From an optimization exercise on the open Yosys and OpenROAD flow, aimed at small area, a short achievable clock period and few clock cycles per item; shortcuts taken in it are not production practice. RTL that was checked went through simulation tests only; none was proved equivalent to the original.

==> juniper: inputs <==
## brick_sort
module brick_sort
   (
    clk,
    rst,
    src_tvalid,
    src_tready,
    src_tdata_raw,
    dest_tvalid,
    dest_tready,
    dest_tdata_raw
    );
   parameter NUM_ELEMS = 16;
   parameter DATA_WIDTH = 8;
   input   clk;
   input   rst;
   input   src_tvalid;
   output  src_tready;
   input [DATA_WIDTH*NUM_ELEMS-1:0] src_tdata_raw;
   output                 dest_tvalid;
   input                  dest_tready;
   output [DATA_WIDTH*NUM_ELEMS-1:0] dest_tdata_raw;
   function gt8;
      input [7:0] a;
      input [7:0] b;
      reg [3:0] g, p;
      reg g32, p32, g10, p10;
      integer i;
      begin
         for (i = 0; i < 4; i = i + 1) begin
            g[i] = (a[2*i+1] & ~b[2*i+1]) | ((((a[2*i+1] | ~b[2*i+1]) & a[2*i]) & ~b[2*i]));
            p[i] = (a[2*i+1] & ~b[2*i+1]) | ((((a[2*i+1] | ~b[2*i+1]) & a[2*i]) | ((a[2*i+1] | ~b[2*i+1]) & ~b[2*i])));
         end
         g10 = g[1] | (p[1] & g[0]);
         g32 = g[3] | (p[3] & g[2]); p32 = g[3] | (p[3] & p[2]);
         gt8 = g32 | (p32 & g10);
      end
   endfunction
   reg [127:0] r1, r2, r3, r4;
   reg [127:0] ro;
   wire [127:0] s0_0;
   wire s0_0_c0 = gt8(src_tdata_raw[7:0], src_tdata_raw[15:8]);
   assign s0_0[7:0] = s0_0_c0 ? src_tdata_raw[15:8] : src_tdata_raw[7:0];
   assign s0_0[15:8] = s0_0_c0 ? src_tdata_raw[7:0] : src_tdata_raw[15:8];
   wire s0_0_c2 = gt8(src_tdata_raw[23:16], src_tdata_raw[31:24]);
   assign s0_0[23:16] = s0_0_c2 ? src_tdata_raw[31:24] : src_tdata_raw[23:16];
   assign s0_0[31:24] = s0_0_c2 ? src_tdata_raw[23:16] : src_tdata_raw[31:24];
   wire s0_0_c4 = gt8(src_tdata_raw[39:32], src_tdata_raw[47:40]);
   assign s0_0[39:32] = s0_0_c4 ? src_tdata_raw[47:40] : src_tdata_raw[39:32];
   assign s0_0[47:40] = s0_0_c4 ? src_tdata_raw[39:32] : src_tdata_raw[47:40];
  ...
Settings: LEC_CHECK=0, CAP_MARGIN=20, CORE_MARGIN=2, CORE_UTILIZATION=55, CTS_BUF_LIST=sky130_fd_sc_hd__clkbuf_8, CTS_CLUSTER_DIAMETER=45, CTS_CLUSTER_SIZE=18, PLACE_DENSITY=0.7, SETUP_SLACK_MARGIN=3.05, SLEW_MARGIN=20; clock period 6.0 ns.
standard.sh (not shown) runs the stock make flow with config.mk's settings and CLKGATE_MAP_FILE= SYNTH_SCRIPT=/design/flow/synth_recipe.tcl, a recipe that flattens the netlist after the stock synthesis.
==> flow/flow/run.sh <==
#!/bin/bash
# Layout flow: the standard flow (standard.sh) with two changes:
#  - the synthesis step maps the logic with the delay-driven ABC script in
#    flow/abc_speed.script instead of ORFS's abc_speed.script; synthesis is
#    otherwise ORFS's, run by standard.sh with the standard flow's synthesis script, so
#    the registers (names, count, cell types) are those of the standard
#    synthesis;
#  - every input and output port still gets its own buffer, but a
#    buf_1 (BUFFER_PORTS_ARGS) instead of the cell buffer_ports picks.
# Each step's full output is in synth.log and layout.log here, and ORFS's
# per-step logs are under orfs/logs.
set -euo pipefail
here=$(pwd)
rm -rf "$here/scripts_abc"
cp -r "$FLOW_HOME/scripts" "$here/scripts_abc"
cp "$here/flow/abc_speed.script" "$here/scripts_abc/abc_speed.script"
bash standard.sh SCRIPTS_DIR="$here/scripts_abc" synth > "$here/synth.log" 2>&1
bash standard.sh BUFFER_PORTS_ARGS="-buffer_cell sky130_fd_sc_hd__buf_1" finish > "$here/layout.log" 2>&1
==> flow/flow/abc_speed.script <==
strash
dch -f
map -D 1500
topo
buffer -p
upsize -D 1500
dnsize -D 1500
stime -p
==> maple (differences from juniper) <==
==> flow/flow/abc_speed.script (replaced) <==
strash
dch -f
map -D 1800
topo
buffer -p
upsize -D 1800
dnsize -D 1800
stime -p
--- a/flow/config.mk
+++ b/flow/config.mk
@@ -9,8 +9,5 @@
 export CORE_MARGIN = 2
-export CORE_UTILIZATION = 55
+export CORE_UTILIZATION = 40
 export CTS_BUF_LIST = sky130_fd_sc_hd__clkbuf_8
-export CTS_CLUSTER_DIAMETER = 45
-export CTS_CLUSTER_SIZE = 18
-export PLACE_DENSITY = 0.7
-export SETUP_SLACK_MARGIN = 3.05
+export SETUP_SLACK_MARGIN = 3.0
 export SLEW_MARGIN = 20
==> run notes <==
| metric | juniper | maple |
|---|---|---|
| Delay contributed by the slowest stage of the critical path | 420 ps | 340 ps |
| Source of the worst hold timing path | r3[123] | r3[118] |
| Avg Inst Size Synth | 7.138 um^2 | 7.104 um^2 |
| Run status | finished clean | finished clean |
| Finished layout cell area | 39930 um^2 | 43180 um^2 |
| Global-route track usage on met3 | 5.479% | 3.726% |
| Wire length on met2 | 51510 um | 58160 um |
| Multi-input logic area | 18610 um^2 | 19200 um^2 |
| Largest clock skew in the final design | 46.49 ps | 36.03 ps |
| Mean routed wirelength per cell | 20.21 um | 20.05 um |
| Post-synthesis net count | 4875 | 4825 |
| Die Footprint | 63550 um^2 | 85670 um^2 |
| Sequential cell area | 14350 um^2 | 14420 um^2 |
Testbench counts of juniper, summed over its fixed seeds: cycles 1,000, items 960.
Testbench counts of maple, summed over its fixed seeds: cycles 1,000, items 960.

---

==> inputs of run P <==
brick_sort again, from the RTL that the note above started with.
export LEC_CHECK = 0
export CAP_MARGIN = 20
export CORE_MARGIN = 2
export CORE_UTILIZATION = 40
export CTS_BUF_LIST = sky130_fd_sc_hd__clkbuf_8
export SETUP_SLACK_MARGIN = 3.0
export SLEW_MARGIN = 20
create_clock -name core_clock -period 6.0 [get_ports {clk}]
==> flow/flow/abc_speed.script <==
strash
dch -f
map -D 1500
topo
buffer -p
upsize -D 1500
dnsize -D 1500
stime -p
Scripts as last shown in full above: flow/flow/run.sh
==> run C (differences from run P) <==
==> flow/flow/abc_speed.script (replaced) <==
strash
dch -f
map -D 1650
topo
buffer -p
upsize -D 1650
dnsize -D 1650
stime -p
--- a/flow/config.mk
+++ b/flow/config.mk
@@ -9,4 +9,5 @@
 export CORE_MARGIN = 2
-export CORE_UTILIZATION = 40
+export CORE_UTILIZATION = 55
 export CTS_BUF_LIST = sky130_fd_sc_hd__clkbuf_8
+export PLACE_DENSITY = 0.7
 export SETUP_SLACK_MARGIN = 3.0
==> flow_metrics.env <==
export IMPL_syn_num_nets=4796
export IMPL_wl_met2_um=53200
export IMPL_sh_seq_area_pct=35.1
export IMPL_outcome="complete, no violations"
export IMPL_nets=5214
export IMPL_dp_hpwl_um=83700
export IMPL_num_nonclk_buffers=431
export IMPL_post_dp_cell_area_um2=34400
export IMPL_n_tap_cell=782
export IMPL_wire_per_inst_um=20.2
the above is filed under run C

==> flow_metrics.env <==
export IMPL_dp_hpwl_um=92000
export IMPL_wire_per_inst_um=20.0
export IMPL_syn_num_nets=4875
export IMPL_nets=5225
export IMPL_outcome="complete, no violations"
export IMPL_grtUsageMet3_pct=3.93
export IMPL_worst_setup_path_end_kind="register"
export IMPL_sh_seq_area_pct=34.8
export IMPL_n_tap_cell=1134
export IMPL_num_nonclk_buffers=364
export IMPL_grt_usage_pct=26.4
export IMPL_wl_met2_um=56900
export IMPL_post_dp_cell_area_um2=35300
export IMPL_synthAdderAreaFrac_pct=0
export IMPL_ys_types=68
the above is filed under run P

Testbench counts of run P, summed over its fixed seeds: cycles 1,000, items 960.
Testbench counts of run C, summed over its fixed seeds: cycles 1,000, items 960.

---

==> delta: inputs <==
brick_sort, a different RTL version from the one above (not shown whole).
Settings: LEC_CHECK=0, CAP_MARGIN=20, CORE_MARGIN=2, CORE_UTILIZATION=40, SETUP_SLACK_MARGIN=3.3, SLEW_MARGIN=20; clock period 6.0 ns.
run.sh (not shown) runs the stock make flow with config.mk's settings and CLKGATE_MAP_FILE= SYNTH_SCRIPT=/design/flow/synth_recipe.tcl, a recipe that flattens the netlist after the stock synthesis.
Stock flow here: none of the scripts above is used.
==> inputs of willow, as changes to delta <==
--- a/flow/design.v
+++ b/flow/design.v
@@ -256,25 +256,22 @@
    reg t1, t2, t3, t4, t5;
    reg rot;         
    reg ro_valid;
    wire front_v = v5;
    wire front_t = t5;
    wire ro_free = !ro_valid || dest_tready;
    wire exit_ok = front_v && (!rot || front_t) && ro_free;
    wire wrap = front_v && !exit_ok;
-   wire rot_n = rot ? !exit_ok : wrap;
-   wire ro_valid_n = ro_free ? exit_ok : ro_valid;
-   reg rdy_free, rdy_tr;
-   assign src_tready = !rst && (rdy_free || (rdy_tr && dest_tready));
+   assign src_tready = !rst && !rot && !wrap;
    assign dest_tvalid = !rst && ro_valid;
    assign dest_tdata_raw = ro;
    wire take = src_tvalid && src_tready;
    always @(posedge clk) begin
-      r1 <= wrap ? r5 : s0_0;
+      r1 <= wrap ? sorted : s0_0;
       r2 <= s1_1;
       r3 <= s2_1;
       r4 <= s3_1;
       r5 <= s4_1;
       if (ro_free) ro <= sorted;
       t1 <= wrap && (!rot || front_t);
       t2 <= t1;
       t3 <= t2;
@@ -283,23 +280,19 @@
       if (rst) begin
          v1 <= 1'b0;
          v2 <= 1'b0;
          v3 <= 1'b0;
          v4 <= 1'b0;
          v5 <= 1'b0;
          rot <= 1'b0;
          ro_valid <= 1'b0;
-         rdy_free <= 1'b1;
-         rdy_tr <= 1'b1;
       end else begin
          v1 <= wrap || take;
          v2 <= v1;
          v3 <= v2;
          v4 <= v3;
          v5 <= v4;
-         rot <= rot_n;
-         ro_valid <= ro_valid_n;
-         rdy_free <= !rot_n && !(v4 && ro_valid_n);
-         rdy_tr <= !rot_n;
+         rot <= rot ? !exit_ok : wrap;
+         if (ro_free) ro_valid <= exit_ok;
       end
    end
 endmodule
==> flow/config.mk (replaced) <==
export PLATFORM = sky130hd
export DESIGN_NAME = brick_sort
export DESIGN_NICKNAME = brick_sort
export VERILOG_FILES = /design/flow/design.v
export SDC_FILE = /design/flow/constraint.sdc
export NUM_CORES = 4
export LEC_CHECK = 0
export ABC_AREA = 1
export CAP_MARGIN = 20
export CORE_MARGIN = 2
export CORE_UTILIZATION = 40
export SETUP_SLACK_MARGIN = 3.0
export SLEW_MARGIN = 20
==> inputs of nickel, as changes to delta <==
--- a/flow/design.v
+++ b/flow/design.v
@@ -256,25 +256,22 @@
    reg t1, t2, t3, t4, t5;
    reg rot;         
    reg ro_valid;
    wire front_v = v5;
    wire front_t = t5;
    wire ro_free = !ro_valid || dest_tready;
    wire exit_ok = front_v && (!rot || front_t) && ro_free;
    wire wrap = front_v && !exit_ok;
-   wire rot_n = rot ? !exit_ok : wrap;
-   wire ro_valid_n = ro_free ? exit_ok : ro_valid;
-   reg rdy_free, rdy_tr;
-   assign src_tready = !rst && (rdy_free || (rdy_tr && dest_tready));
+   assign src_tready = !rst && !rot && !wrap;
    assign dest_tvalid = !rst && ro_valid;
    assign dest_tdata_raw = ro;
    wire take = src_tvalid && src_tready;
    always @(posedge clk) begin
-      r1 <= wrap ? r5 : s0_0;
+      r1 <= wrap ? sorted : s0_0;
       r2 <= s1_1;
       r3 <= s2_1;
       r4 <= s3_1;
       r5 <= s4_1;
       if (ro_free) ro <= sorted;
       t1 <= wrap && (!rot || front_t);
       t2 <= t1;
       t3 <= t2;
@@ -283,23 +280,19 @@
       if (rst) begin
          v1 <= 1'b0;
          v2 <= 1'b0;
          v3 <= 1'b0;
          v4 <= 1'b0;
          v5 <= 1'b0;
          rot <= 1'b0;
          ro_valid <= 1'b0;
-         rdy_free <= 1'b1;
-         rdy_tr <= 1'b1;
       end else begin
          v1 <= wrap || take;
          v2 <= v1;
          v3 <= v2;
          v4 <= v3;
          v5 <= v4;
-         rot <= rot_n;
-         ro_valid <= ro_valid_n;
-         rdy_free <= !rot_n && !(v4 && ro_valid_n);
-         rdy_tr <= !rot_n;
+         rot <= rot ? !exit_ok : wrap;
+         if (ro_free) ro_valid <= exit_ok;
       end
    end
 endmodule
==> flow/config.mk (replaced) <==
export PLATFORM = sky130hd
export DESIGN_NAME = brick_sort
export DESIGN_NICKNAME = brick_sort
export VERILOG_FILES = /design/flow/design.v
export SDC_FILE = /design/flow/constraint.sdc
export NUM_CORES = 4
export LEC_CHECK = 0
export CAP_MARGIN = 20
export CORE_MARGIN = 2
export CORE_UTILIZATION = 40
export SLEW_MARGIN = 20
==> inputs of fjord, as changes to delta <==
--- a/flow/design.v
+++ b/flow/design.v
@@ -256,25 +256,22 @@
    reg t1, t2, t3, t4, t5;
    reg rot;         
    reg ro_valid;
    wire front_v = v5;
    wire front_t = t5;
    wire ro_free = !ro_valid || dest_tready;
    wire exit_ok = front_v && (!rot || front_t) && ro_free;
    wire wrap = front_v && !exit_ok;
-   wire rot_n = rot ? !exit_ok : wrap;
-   wire ro_valid_n = ro_free ? exit_ok : ro_valid;
-   reg rdy_free, rdy_tr;
-   assign src_tready = !rst && (rdy_free || (rdy_tr && dest_tready));
+   assign src_tready = !rst && !rot && !wrap;
    assign dest_tvalid = !rst && ro_valid;
    assign dest_tdata_raw = ro;
    wire take = src_tvalid && src_tready;
    always @(posedge clk) begin
-      r1 <= wrap ? r5 : s0_0;
+      r1 <= wrap ? sorted : s0_0;
       r2 <= s1_1;
       r3 <= s2_1;
       r4 <= s3_1;
       r5 <= s4_1;
       if (ro_free) ro <= sorted;
       t1 <= wrap && (!rot || front_t);
       t2 <= t1;
       t3 <= t2;
@@ -283,23 +280,19 @@
       if (rst) begin
          v1 <= 1'b0;
          v2 <= 1'b0;
          v3 <= 1'b0;
          v4 <= 1'b0;
          v5 <= 1'b0;
          rot <= 1'b0;
          ro_valid <= 1'b0;
-         rdy_free <= 1'b1;
-         rdy_tr <= 1'b1;
       end else begin
          v1 <= wrap || take;
          v2 <= v1;
          v3 <= v2;
          v4 <= v3;
          v5 <= v4;
-         rot <= rot_n;
-         ro_valid <= ro_valid_n;
-         rdy_free <= !rot_n && !(v4 && ro_valid_n);
-         rdy_tr <= !rot_n;
+         rot <= rot ? !exit_ok : wrap;
+         if (ro_free) ro_valid <= exit_ok;
       end
    end
 endmodule
==> flow/config.mk (replaced) <==
export PLATFORM = sky130hd
export DESIGN_NAME = brick_sort
export DESIGN_NICKNAME = brick_sort
export VERILOG_FILES = /design/flow/design.v
export SDC_FILE = /design/flow/constraint.sdc
export NUM_CORES = 4
export LEC_CHECK = 0
export CAP_MARGIN = 20
export CORE_MARGIN = 2
export CORE_UTILIZATION = 40
export SETUP_SLACK_MARGIN = 3.0
export SLEW_MARGIN = 20
==> notes <==
In synthesized cell count, nickel and fjord do not differ. In die area, delta and nickel hardly differ. Final cell count, highest first: willow, fjord, delta, nickel. Fmax, highest first: willow, fjord, delta, nickel. Global-route usage: willow > delta > fjord > nickel. Between nickel and delta, the lower clock-buffer cell count is in nickel (gap 1).
==> figures <==
|  | willow | nickel | fjord | delta |
|---|---|---|---|---|
| Endpoint of the lowest-slack register-to-register path | r2[46] | r2[78] | r4[50] | r2[80] |
| Number of cells after detailed placement | 8,103 | 5,357 | 5,356 | 5,342 |
| Largest net degree at the start of global routing | 95 | 131 | 110 | 100 |
| Met2 track demand over resource | 46.33% | 39.02% | 41.79% | 40.63% |
| Adder and majority gate portion of the synthesized area | 12.31% | 14.22% | 14.22% | 14.20% |
| Antenna violations before repair | 29 | 13 | 20 | 6 |
| First-iteration detailed-routing DRC count | 5,085 | 1,758 | 2,056 | 1,766 |
| #FFs+latches synth | 780 | 780 | 780 | 782 |
| Tightest slew margin relative to the limit | 31.41% | 23.78% | 42.68% | 44.77% |
| Outcome | complete, no violations | complete, no violations | complete, no violations | complete, no violations |
| Initial Util | 40.20% | 40.23% | 40.23% | 40.24% |
| Most frequent cell after synthesis | sky130_fd_sc_hd__nand2_1 | sky130_fd_sc_hd__dfxtp_1 | sky130_fd_sc_hd__dfxtp_1 | sky130_fd_sc_hd__dfxtp_1 |
| WP data required | 6580 ps | 6530 ps | 6570 ps | 6570 ps |
| First-pass GRT wire length | 286.5 mm | 185.1 mm | 201.3 mm | 204.6 mm |
Function was not checked in any run of this note: the RTL went through the layout flow alone.

separate check: timing with driven ports:
The flow's constraints put no driver on any port. The routed layouts listed below were extracted and timed again, unchanged, in two steps. Step 1 (the two cells are an assumption about what drives the block):
set clk [get_ports {clk}]
set_driving_cell -lib_cell sky130_fd_sc_hd__clkbuf_16 $clk
set_driving_cell -lib_cell sky130_fd_sc_hd__buf_2 [delete_from_list [all_inputs] $clk]
Step 2 also shifts input and output timing later by t, the mid clock arrival at the registers, as if the neighbouring blocks saw the same clock. Three values: ideal, step 1, step 2; two values: the first two.
run	t, ns	setup WS [ns]	worst setup path at the end
juniper	0.753	3.043 / 3.043 / 2.384	input to register
maple	0.794	2.979 / 2.979 / 2.401	input to register
run P	0.800	3.035 / 3.035 / 2.406	input to register
run C	0.788	3.015 / 3.015 / 2.335	input to register
delta	0.745	2.495 / 2.495 / 2.495	register to register
willow	0.756	2.791 / 2.791 / 2.386	input to register
nickel	0.714	1.630 / 1.630 / 1.630	register to register
fjord	0.712	2.539 / 2.539 / 2.355	input to register
After both steps setup and hold are still met in every run listed. For run C, which loses most, drivers alone change the setup slack by 0.000 ns; drivers and shift together by -0.680 ns.
